This design comes from an exercise in tuning for small area and few clock cycles per item on the open sky130 flow, not from production work.
At most, simulation tests tie the RTL to the original design; equivalence was not proved.

## keccak
module keccak(clk, reset, in, in_ready, is_last, byte_num, buffer_full, out, out_ready);
Settings: LEC_CHECK=0, CAP_MARGIN=30, CORE_MARGIN=2, CORE_UTILIZATION=22, PLACE_DENSITY=0.42, SETUP_SLACK_MARGIN=0.3, SLEW_MARGIN=30; clock period 5.0 ns.
standard.sh (not shown) runs the stock make flow with config.mk's settings and CLKGATE_MAP_FILE= SYNTH_SCRIPT=/design/flow/synth_recipe.tcl, a recipe that flattens the netlist after the stock synthesis.
==> flow/flow/run.sh <==
#!/bin/bash
# Layout flow: the standard ORFS flow, except that
#  - ABC maps the logic for area (map -a) instead of the speed script;
#    registers are mapped before ABC runs, so they are the standard
#    synthesis's, with the same names and cells;
#  - clock tree: larger sink clusters and no dummy loads;
#  - global routing may end with a little congestion, left to the detailed
#    router, after fewer congestion iterations.
set -euo pipefail
W=$PWD
rm -rf scripts_mod
mkdir -p scripts_mod
cp -r "$FLOW_HOME"/scripts/. scripts_mod/
cp flow/abc_area.script scripts_mod/abc_area.script
make -C "$FLOW_HOME" DESIGN_CONFIG="$W/config.mk" WORK_HOME="$W/orfs" CLKGATE_MAP_FILE= \
  SYNTH_SCRIPT="$W/synth_recipe.tcl" SCRIPTS_DIR="$W/scripts_mod" ABC_AREA=1 synth > synth.log 2>&1
export CTS_ARGS="-sink_clustering_enable -repair_clock_nets -sink_clustering_size 25 -sink_clustering_max_diameter 100 -dont_use_dummy_load"
export GLOBAL_ROUTE_ARGS="-congestion_iterations 10 -congestion_report_iter_step 5 -verbose -allow_congestion"
bash standard.sh > standard.log 2>&1
==> flow/flow/abc_area.script <==
strash
dch
map -a
topo
Testbench counts at the start, summed over its fixed seeds: cycles 13,126, items 1,600.
Then changed:
--- a/flow/config.mk
+++ b/flow/config.mk
@@ -6,8 +6,8 @@
 export NUM_CORES = 8
 export LEC_CHECK = 0
-export CAP_MARGIN = 30
+export CAP_MARGIN = 10
 export CORE_MARGIN = 2
 export CORE_UTILIZATION = 22
 export PLACE_DENSITY = 0.42
-export SETUP_SLACK_MARGIN = 0.3
-export SLEW_MARGIN = 30
+export SETUP_SLACK_MARGIN = 0.1
+export SLEW_MARGIN = 10
=> The new run completed, yet does not pass: max-capacitance violations, max-slew violations, negative setup slack; clock-buffer cell count rises by 8; maximum frequency decreases by 4.8%; global-route usage hardly moves; register-to-register slack gets worse by 0.24 ns; non-clock buffer count goes down by 63; worst setup slack loses 0.24 ns; synthesized cell count stays the same.

---

## before
keccak, a different RTL version from the one above (not shown whole).
For scale: roughly 21,000 cells after synthesis, about 170,000 µm² of cells after synthesis.
## keccak
module keccak(clk, reset, in, in_ready, is_last, byte_num, buffer_full, out, out_ready);
    input              clk, reset;
    input      [63:0]  in;
    input              in_ready, is_last;
    input      [2:0]   byte_num;
    output             buffer_full;
    output     [511:0] out;
    output             out_ready;
    wire       [575:0] block;
    wire               block_ready, block_ready_next;
    wire               f_ack;
    wire      [1599:0] f_out;
    padder
      padder_ (clk, reset, in, in_ready, is_last, byte_num, buffer_full, block, block_ready, block_ready_next, f_ack);
    f_permutation
      f_permutation_ (clk, reset, block, block_ready, block_ready_next, f_ack, f_out, out_ready);
    genvar j;
    generate
      for (j = 0; j < 64; j = j + 1) begin : O
        assign out[511-8*j:504-8*j] = f_out[64*(j/8)+8*(j%8)+7:64*(j/8)+8*(j%8)];
      end
    endgenerate
endmodule
export LEC_CHECK = 0
export CAP_MARGIN = 35
export CORE_MARGIN = 2
export CORE_UTILIZATION = 40
export SLEW_MARGIN = 35
create_clock -name core_clock -period 5.0 [get_ports {clk}]
==> flow/flow/run.sh <==
#!/bin/bash
# Layout flow: the standard ORFS flow, except that ABC maps the logic for
# area (map -a) instead of the speed script. Registers are mapped before ABC
# runs, so they are the standard synthesis's, with the same names and cells.
set -euo pipefail
W=$PWD
rm -rf scripts_mod
mkdir -p scripts_mod
cp -r "$FLOW_HOME"/scripts/. scripts_mod/
cp flow/abc_area.script scripts_mod/abc_area.script
make -C "$FLOW_HOME" DESIGN_CONFIG="$W/config.mk" WORK_HOME="$W/orfs" CLKGATE_MAP_FILE= \
  SYNTH_SCRIPT="$W/synth_recipe.tcl" SCRIPTS_DIR="$W/scripts_mod" ABC_AREA=1 synth > synth.log 2>&1
bash standard.sh > standard.log 2>&1
Scripts as last shown in full above: flow/flow/abc_area.script
before: it failed during global routing, and the tool reported GRT-0116.
Input changes introduced in after (baseline for comparison: before):
==> flow/run.sh (new file) <==
#!/bin/bash
# synth_recipe.tcl (not shown) runs the flow's synth.tcl, then flattens the netlist and writes it again
# the make line also repeats each setting of config.mk as NAME=value (left out here)
make -C /OpenROAD-flow-scripts/flow DESIGN_CONFIG=/design/flow/config.mk WORK_HOME=/design/flow/orfs CLKGATE_MAP_FILE= SYNTH_SCRIPT=/design/flow/synth_recipe.tcl finish
removed: flow/flow/run.sh
removed: flow/flow/abc_area.script
removed: flow/standard.sh
## What came out
- Stage in which a tool error killed after: global routing.
- Compared with before, total cell area at the placement stage in after increased by more than 10%.
- Going from before to after, number of buffers added by the clock tree synthesis step went up about 7%; post-synthesis adder-cell area fraction held; xor and xnor area share after synthesis went down 1.9 points; placement-stage worst setup slack went up 0.096 ns.
- For effective utilization at floorplan, before and after come out practically identical.
- Number of distinct library cells after synthesis (after vs. before) increases by more than 100%
Function was not checked in any run of this note: the RTL went through the layout flow alone.

---

## P
Another version of the RTL of keccak (not shown whole).
For scale: ~32000 cells after synthesis, roughly 5400 flip-flops, ~590 I/O pins, roughly 290000 µm² of cells after synthesis.
Settings: LEC_CHECK=0, CAP_MARGIN=10, CORE_MARGIN=2, CORE_UTILIZATION=28, PLACE_DENSITY=0.45, SLEW_MARGIN=10; clock period 5.0 ns.
==> flow/flow/run.sh <==
#!/bin/bash
# Layout flow: the standard ORFS flow, except that ABC maps the logic for
# area (map -a) instead of the speed script. Registers are mapped before ABC
# runs, so they are the standard synthesis's, with the same names and cells.
set -euo pipefail
W=$PWD
rm -rf scripts_mod
mkdir -p scripts_mod
cp -r "$FLOW_HOME"/scripts/. scripts_mod/
cp flow/abc_area.script scripts_mod/abc_area.script
make -C "$FLOW_HOME" DESIGN_CONFIG="$W/config.mk" WORK_HOME="$W/orfs" CLKGATE_MAP_FILE= \
  SYNTH_SCRIPT="$W/synth_recipe.tcl" SCRIPTS_DIR="$W/scripts_mod" ABC_AREA=1 synth > synth.log 2>&1
bash standard.sh > standard.log 2>&1
==> flow/flow/abc_area.script <==
strash
dch
map -a
topo
P | ERROR | global routing (5_1_grt)
Setup changes, P to Q
- setting GPL_TIMING_DRIVEN to 0 for the first time
## What came out
No final results exist for Q, since it was stopped by error GRT-0116 during global routing (5_1_grt).
Number of synthesized flops with an enable pin delta (P -> Q): insignificant
Relative to P, cell count after placement decreased by 7169 in Q.
Q -> P: starting utilization of the core area delta 0, exact match
Re routability congestion estimate: Q is about 15% up on P.
Comparing Q against P, there is no change at all in clock tree buffer depth.
The pre-CTS worst setup slack in Q was lower than what P gave.
Cmp Q vs P: half-perimeter wire length after placement lower in Q
Diff P -> Q | total CTS buffers | down by a few percent
On Q: placed instance area is about 11% lower than what P gave.
Looking at Q and P, the complex-gate fraction of the synthesized area is a wash.
No run of this note included a check of the RTL's function; only the layout flow was run.

[afterwards: timing with drivers on the ports]
In the flow no input, the clock included, has a driving cell. The finished layouts below were timed again as built, in two steps. Step 1 assumes that a clkbuf_16 drives the clock port and a buf_2 every other input. Step 2 adds t to the input delays and takes it off the output delays; t is the mean of the earliest and latest rising clock arrival at the registers after step 1. Input paths then give back, and output paths get back, about the clock's delay inside the block. a / b / c = ideal / step 1 / step 2; a / b = the first two.
run	t, ns	slack for setup (ns)	worst hold slack (ns)	worst register clock-pin slew, ns
the first run of note 1	1.417	0.220 / 0.220 / -0.460	0.413 / 0.374 / 0.413	0.12 / 0.12
the second run of note 1	1.425	-0.023 / -0.023 / -0.329	0.408 / 0.359 / 0.408	0.11 / 0.11
With both steps, setup timing fails in the first run of note 1, where it was met with ideal ports. The setup slack of the first run of note 1, which loses most, moves by 0.000 ns with the drivers and by -0.680 ns with both steps.
